What follows belongs to an exercise in optimizing a design on an open flow for small area, a short achievable clock period and few clock cycles per item; a production flow would make more cautious choices. RTL that was checked went through simulation tests only; none was proved equivalent to the original.

Setup of job 6053:
==> flow/design.v (excerpt) <==
module tanh (
    input  clk,
    input  rst,
    input  [13:0] i_x,
    input  i_valid,
    output o_ready,
    output [13:0] o_fx,
    output o_valid,
    input  i_ready
);
Size in the first run: about 3000 cells after synthesis, about 0.040 mm2 of cells after synthesis.
make LEC_CHECK=0 CAP_MARGIN=20 CELL_PAD_IN_SITES_DETAIL_PLACEMENT=0 CELL_PAD_IN_SITES_GLOBAL_PLACEMENT=0 CORE_MARGIN=2 CORE_UTILIZATION=40 SETUP_SLACK_MARGIN=4.7 SLEW_MARGIN=20 SYNTH_HIERARCHICAL=1 SYNTH_MINIMUM_KEEP_SIZE=0 finish   # period 8.0 ns
run.sh (not shown) runs the stock make flow with config.mk's settings and CLKGATE_MAP_FILE= SYNTH_SCRIPT=/design/flow/synth_recipe.tcl, a recipe that flattens the netlist after the stock synthesis.
Testbench counts of job 6053, summed over its fixed seeds: cycles 16,112, items 16,000.
Setup changes, job 6053 to job 6449
# job 6053
export LEC_CHECK = 0
export CAP_MARGIN = 20
export CELL_PAD_IN_SITES_DETAIL_PLACEMENT = 0
export CELL_PAD_IN_SITES_GLOBAL_PLACEMENT = 0
export CORE_MARGIN = 2
export CORE_UTILIZATION = 40
export SETUP_SLACK_MARGIN = 4.7
export SLEW_MARGIN = 20
export SYNTH_HIERARCHICAL = 1
export SYNTH_MINIMUM_KEEP_SIZE = 0
create_clock -name core_clock -period 8.0 [get_ports {clk}]
# job 6449
export LEC_CHECK = 0
export CAP_MARGIN = 20
export CORE_MARGIN = 2
export CORE_UTILIZATION = 40
export GPL_ROUTABILITY_DRIVEN = 0
export SETUP_SLACK_MARGIN = 4.7
export SLEW_MARGIN = 20
export SYNTH_HIERARCHICAL = 1
export SYNTH_MINIMUM_KEEP_SIZE = 0
create_clock -name core_clock -period 8.0 [get_ports {clk}]
Notes after the runs:
Job 6449 reports its cell with the largest stage delay on the worst path as a311oi_2 while job 6053 reports edfxtp_1.
Summary of job 6449 over job 6053: area occupied by multi-input gates shows an increase of 0.32%; critical path depth shows an increase of 9; clock-buffer cell count shows an increase of 7; wire length reported by the detailed router shows an increase of 2.8%.
| achievable clock frequency | job 6449 vs job 6053 | worse |
In the tables for job 6449 and job 6053, setup slack reads higher with job 6053.
Taking job 6053 as the reference point, the pin count of the biggest net entering global routing of job 6449 falls by 6.
Sort job 6449 and job 6053 by fraction of standard cell area that is sequential asc -> top: job 6449
The flow did not stop early for job 6449: all stages ran, and the layout cleared the timing, design-rule and antenna checks.
--- input diff job 6449..job 8321 ---
# job 6449
export LEC_CHECK = 0
export CAP_MARGIN = 20
export CORE_MARGIN = 2
export CORE_UTILIZATION = 40
export GPL_ROUTABILITY_DRIVEN = 0
export SETUP_SLACK_MARGIN = 4.7
export SLEW_MARGIN = 20
export SYNTH_HIERARCHICAL = 1
export SYNTH_MINIMUM_KEEP_SIZE = 0
create_clock -name core_clock -period 8.0 [get_ports {clk}]
# job 8321
export LEC_CHECK = 0
export CAP_MARGIN = 20
export CORE_MARGIN = 2
export CORE_UTILIZATION = 40
export SETUP_SLACK_MARGIN = 4.85
export SLEW_MARGIN = 20
export SYNTH_HIERARCHICAL = 1
export SYNTH_MINIMUM_KEEP_SIZE = 0
create_clock -name core_clock -period 8.0 [get_ports {clk}]
### Flow results
- Taking job 6449 as the reference point, the global-route wire length before repair of job 8321 rises by 2.6 mm.
- For the worst setup margin, job 8321 came in 0.13 ns higher than job 6449 did.
- | sequential share of cell area | job 8321 vs job 6449 | 0.75 points lower |
- The proportion of cell area spent on the clock network on job 8321 is in line with that on job 6449.
- Via count ends up lower on job 6449.
- On job 8321: count of clock-net buffers in the final layout is 8 lower than what job 6449 gave.
--- input diff job 8321..job 6958 ---
# job 8321
export LEC_CHECK = 0
export CAP_MARGIN = 20
export CORE_MARGIN = 2
export CORE_UTILIZATION = 40
export SETUP_SLACK_MARGIN = 4.85
export SLEW_MARGIN = 20
export SYNTH_HIERARCHICAL = 1
export SYNTH_MINIMUM_KEEP_SIZE = 0
create_clock -name core_clock -period 8.0 [get_ports {clk}]
# job 6958
export LEC_CHECK = 0
export CAP_MARGIN = 20
export CORE_MARGIN = 2
export CORE_UTILIZATION = 40
export CTS_CLUSTER_DIAMETER = 150
export CTS_CLUSTER_SIZE = 30
export SETUP_SLACK_MARGIN = 4.7
export SLEW_MARGIN = 20
export SYNTH_HIERARCHICAL = 1
export SYNTH_MINIMUM_KEEP_SIZE = 0
create_clock -name core_clock -period 8.0 [get_ports {clk}]
Results
Job 6958 against job 8321: number of antenna violations at the first check in global routing higher, peak clock frequency supported by timing lower, final-layout fill cell count higher, fraction of the core area covered by cells at the end of the flow lower.


tanh, a different RTL version from the one above (not shown whole).
Size in the first run: roughly 3100 cells after synthesis, about 620 flip-flops, about 34 I/O pins, about 0.041 sq mm of cells after synthesis.
export LEC_CHECK = 0
export CAP_MARGIN = 20
export CORE_MARGIN = 2
export CORE_UTILIZATION = 40
export SETUP_SLACK_MARGIN = 4.7
export SLEW_MARGIN = 20
export SYNTH_HIERARCHICAL = 1
export SYNTH_MINIMUM_KEEP_SIZE = 0
create_clock -name core_clock -period 8.0 [get_ports {clk}]
Testbench counts at the start, summed over its fixed seeds: cycles 16,112, items 16,000.
Then changed:
--- a/flow/config.mk
+++ b/flow/config.mk
@@ -11 +11,2 @@
-export SETUP_SLACK_MARGIN = 4.7
+export PLACE_DENSITY = 0.75
+export SETUP_SLACK_MARGIN = 4.5
Result: Setup slack got worse by 180 ps. Worst hold slack loses 8.0 ps. Die area stays the same. Utilization fell by 1.2 points.
Then changed:
--- a/flow/config.mk
+++ b/flow/config.mk
@@ -10,3 +10,2 @@
-export CORE_UTILIZATION = 40
-export PLACE_DENSITY = 0.75
-export SETUP_SLACK_MARGIN = 4.5
+export CORE_UTILIZATION = 55
+export SETUP_SLACK_MARGIN = 4.6
What happened:
- fmax is higher by 4.3%
- critical path depth grows by 7
- register-to-register slack improves by 140 ps
- final area came out higher by 0.94%
- area after synthesis stays the same
- final cell count shrinks by 6.7%
Then changed:
--- a/flow/config.mk
+++ b/flow/config.mk
@@ -10,2 +10,2 @@
-export CORE_UTILIZATION = 55
-export SETUP_SLACK_MARGIN = 4.6
+export CORE_UTILIZATION = 40
+export SETUP_SLACK_MARGIN = 5
Effect: The changed run finished with timing, DRC and antenna clean; maximum frequency increases by a few percent; critical path depth drops by 6; cell area went up by a few percent.


Setup of oak:
tanh with an RTL version that a note above also has.
Size in the first run: about 620 flip-flops, about 34 I/O pins, ~40000 sq um of cells after synthesis.
make LEC_CHECK=0 CAP_MARGIN=20 CORE_MARGIN=2 CORE_UTILIZATION=40 CTS_CLUSTER_DIAMETER=100 CTS_CLUSTER_SIZE=26 SETUP_SLACK_MARGIN=4.7 SLEW_MARGIN=20 SYNTH_HIERARCHICAL=1 SYNTH_MINIMUM_KEEP_SIZE=0 finish   # period 8.0 ns
Testbench counts of oak, summed over its fixed seeds: cycles 16,112, items 16,000.
Input changes introduced in pine (baseline for comparison: oak):
-- flow/config.mk --
<<< oak, line 10
export CORE_UTILIZATION = 40
export CTS_CLUSTER_DIAMETER = 100
export CTS_CLUSTER_SIZE = 26
export SETUP_SLACK_MARGIN = 4.7
>>> pine, line 10
export CORE_UTILIZATION = 40
export CTS_CLUSTER_DIAMETER = 120
export CTS_CLUSTER_SIZE = 22
export SETUP_SLACK_MARGIN = 4.7
Results
- The final layout from pine, which completed every stage, passed the timing, design-rule and antenna checks at the end of the flow.
- Number of vias per cell: oak vs pine, no meaningful difference
- Relative to oak, total track usage increased by 0.18 points in pine.
- The post-route fraction of the period consumed by the critical path reported for pine is smaller than that of oak by 0.30 points.
- Between pine and oak, the flop-to-flop setup slack is lower for oak.
- When pine is measured against oak, its path depth of the worst reg2reg path turns out 1 higher.
- Between oak and pine, actual transition at the worst max-transition pin increased.


Starting RTL as in the previous note.
==> flow/config.mk <==
export PLATFORM = sky130hd
export DESIGN_NAME = tanh
export DESIGN_NICKNAME = tanh
export VERILOG_FILES = /design/flow/design.v
export SDC_FILE = /design/flow/constraint.sdc
export NUM_CORES = 4
export LEC_CHECK = 0
export CAP_MARGIN = 20
export CORE_MARGIN = 2
export CORE_UTILIZATION = 40
export CTS_CLUSTER_DIAMETER = 120
export CTS_CLUSTER_SIZE = 22
export SETUP_SLACK_MARGIN = 4.8
export SLEW_MARGIN = 20
export SYNTH_HIERARCHICAL = 1
export SYNTH_MINIMUM_KEEP_SIZE = 0
==> flow/constraint.sdc <==
create_clock -name core_clock -period 8.0 [get_ports {clk}]
set_input_delay 1.6000 -clock core_clock [delete_from_list [all_inputs] [get_ports {clk}]]
set_output_delay 1.6000 -clock core_clock [all_outputs]
set_load 0.01 [all_outputs]
Testbench counts at the start, summed over its fixed seeds: cycles 16,112, items 16,000.
Then changed:
- SETUP_SLACK_MARGIN: 4.8 -> 4.7
- TNS_END_PERCENT: default -> 20
Area after synthesis stays the same.
Setup slack loses 0.18 ns.
Wire length is about the same.
Clock-buffer cell count decreases by 2.
Worst hold slack is worse by 0.0060 ns.
Then changed:
- CTS_CLUSTER_DIAMETER: 120 -> default
- CTS_CLUSTER_SIZE: 22 -> default
- SETUP_SLACK_MARGIN: 4.7 -> 5
- TNS_END_PERCENT: 20 -> default
Final area is higher by about 11%. Via count is higher by about 7%. Global-route usage is higher by 0.82 points. Non-clock buffer count is higher by 314. Area after synthesis is unchanged. Worst setup slack gets better by 0.22 ns. Synthesized cell count is unchanged. Final cell count is higher by 9.1%.
Then changed:
- SETUP_SLACK_MARGIN: 5 -> 4.7
After rerunning: The new run produced a clean layout; clock skew barely changes; global-route usage is lower by 1.2 points; first-iteration DRC count is lower by a little under a tenth.


## build 72
tanh, a different RTL version from the one above (not shown whole).
For scale: roughly 3400 cells after synthesis, ~630 flip-flops, ~34 I/O pins, about 0.043 mm² of cells after synthesis.
// tanh
module tanh (
    input  clk,
    input  rst,
    input  [13:0] i_x,
    input  i_valid,
    output o_ready,
    output [13:0] o_fx,
    output o_valid,
    input  i_ready
);
clock: 8.0 ns
lec_check: 0
cap_margin: 20
core_margin: 2
core_utilization: 65
setup_slack_margin: 5
slew_margin: 20
Input changes introduced in build 56 (baseline for comparison: build 72):
- swapping 65 for 40 in CORE_UTILIZATION
- swapping 5 for 4.5 in SETUP_SLACK_MARGIN
Notes after the runs:
Between build 72 and build 56, the post-detailed-routing wire length is lower for build 56. [compare] base=build 72 new=build 56: global placer's final weighted congestion now smaller; worst setup slack now smaller; non-filler instance count after layout now larger; maximum frequency now smaller. Build 56 vs build 72: mean routed wirelength per cell down by more than 10%.
#### Input delta (build 50 over build 56)
- SETUP_SLACK_MARGIN: 4.5 -> 5
Results
- Build 50 against build 56: minimum setup slack after placement now sits at about the same level, multi-input logic portion of the cell area shrank by 0.49 points, fraction of area in clock buffers and inverters -0.38 points.
- Relative to build 56, instance count on the critical path increased by 1 in build 50.
- [diff] worst setup slack, build 50 relative to build 56: improvement
- Compared build 50 vs build 56, and wire length of the first global-routing pass is up in build 50.
No run of this note included a check of the RTL's function; only the layout flow was run.


tanh with an RTL version that a note above also has.
For scale: roughly 3100 cells after synthesis, about 620 flip-flops, ~34 I/O pins, about 41000 um^2 of cells after synthesis.
Settings: LEC_CHECK=0, CAP_MARGIN=20, CORE_MARGIN=2, CORE_UTILIZATION=40, CTS_BUF_LIST=sky130_fd_sc_hd__clkbuf_8 sky130_fd_sc_hd__clkbuf_4, SETUP_SLACK_MARGIN=4.6, SLEW_MARGIN=20, SYNTH_HIERARCHICAL=1, SYNTH_MINIMUM_KEEP_SIZE=0; clock period 8.0 ns.
The starting point finished with timing, DRC and antenna clean.
Testbench counts at the start, summed over its fixed seeds: cycles 16,112, items 16,000.
==> next run, changes <==
CTS_BUF_LIST = default   (was sky130_fd_sc_hd__clkbuf_8 sky130_fd_sc_hd__clkbuf_4)
SETUP_SLACK_MARGIN = 4.5   (was 4.6)
What happened:
- wire length came out lower by 2.8%
- utilization falls by 0.69 points
- maximum frequency falls by about 0.6%
- clock-buffer cell count is lower by 64
- final area came out lower by about 1.5%
- synthesized cell count is unchanged
- sequential cell count stays the same
- non-clock buffer count goes down by 79


## job 2770
RTL: one of the versions met above, not the one the previous note started from.
Size in the first run: roughly 3000 cells after synthesis, about 620 flip-flops, ~34 I/O pins, roughly 0.040 sq mm of cells after synthesis.
Settings: LEC_CHECK=0, CAP_MARGIN=20, CORE_MARGIN=2, CORE_UTILIZATION=40, SETUP_SLACK_MARGIN=4.5, SLEW_MARGIN=20, SYNTH_HIERARCHICAL=1, SYNTH_MINIMUM_KEEP_SIZE=0; clock period 8.0 ns.
Job 2770 finished every stage and its layout cleared the timing, design-rule and antenna checks.
Testbench counts of job 2770, summed over its fixed seeds: cycles 16,112, items 16,000.
### job 2770 -> job 4041
Settings: putting CTS_CLUSTER_DIAMETER at 110 where nothing was set; putting CTS_CLUSTER_SIZE at 18 where nothing was set; swapping 4.5 for 4.7 in SETUP_SLACK_MARGIN.
## What came out
Job 2770 has lower non-clock buffer count than job 4041. Worst hold slack of job 2770 is on par with job 4041. Job 4041 packs its core more loosely than job 2770. Of job 2770 and job 4041, the run reporting the lower met3 demand-to-capacity share in global routing was job 4041.

==> static timing again, ports no longer ideal <==
Ports are ideal in the flow. The routed layouts listed here were re-timed in OpenROAD. Step 1 sets driving cells, clkbuf_16 on the clock port and buf_2 on the other inputs (assumed; they add their load-dependent delay and slew). Step 2 adds t to the input delays and takes it off the output delays; t is the mean of the earliest and latest rising clock arrival at the registers after step 1. Input paths then give back, and output paths get back, about the clock's delay inside the block. Slacks: ideal / step 1 / step 2; pairs: ideal / step 1.
run	shift t [ns]	setup slack, ns	worst setup path after step 2	worst data-port slew with drivers (ns)
job 6053	0.671	4.803 / 4.782 / 4.262	input to register	0.04
job 6449	0.684	4.744 / 4.744 / 4.230	input to register	0.04
job 8321	0.680	4.876 / 4.853 / 4.507	input to register	0.04
job 6958	0.667	4.753 / 4.753 / 4.257	input to register	0.04
the first run of note 2	0.670	4.716 / 4.716 / 4.238	input to register	0.05
the second run of note 2	0.702	4.534 / 4.534 / 4.230	input to register	0.03
the third run of note 2	0.657	4.678 / 4.667 / 4.193	input to register	0.03
the fourth run of note 2	0.674	4.763 / 4.763 / 4.546	input to register	0.04
oak	0.683	4.802 / 4.761 / 4.259	input to register	0.04
pine	0.647	4.825 / 4.811 / 4.251	input to register	0.04
the first run of note 4	0.639	4.846 / 4.802 / 4.512	input to register	0.04
the second run of note 4	0.643	4.670 / 4.636 / 4.222	input to register	0.04
the third run of note 4	0.681	4.892 / 4.892 / 4.467	input to register	0.03
the fourth run of note 4	0.671	4.803 / 4.782 / 4.262	input to register	0.04
build 72	0.664	4.652 / 4.652 / 4.556	input to register	0.04
build 56	0.676	4.554 / 4.554 / 4.141	input to register	0.06
build 50	0.709	4.702 / 4.702 / 4.555	input to register	0.04
the first run of note 6	0.767	4.611 / 4.611 / 4.201	input to register	0.03
the second run of note 6	0.684	4.590 / 4.590 / 4.208	input to register	0.04
job 2770	0.673	4.665 / 4.604 / 4.223	input to register	0.04
job 4041	0.655	4.806 / 4.802 / 4.250	input to register	0.04
After both steps every run listed still meets setup and hold. For pine, which loses most, drivers alone change the setup slack by -0.014 ns; drivers and shift together by -0.574 ns.
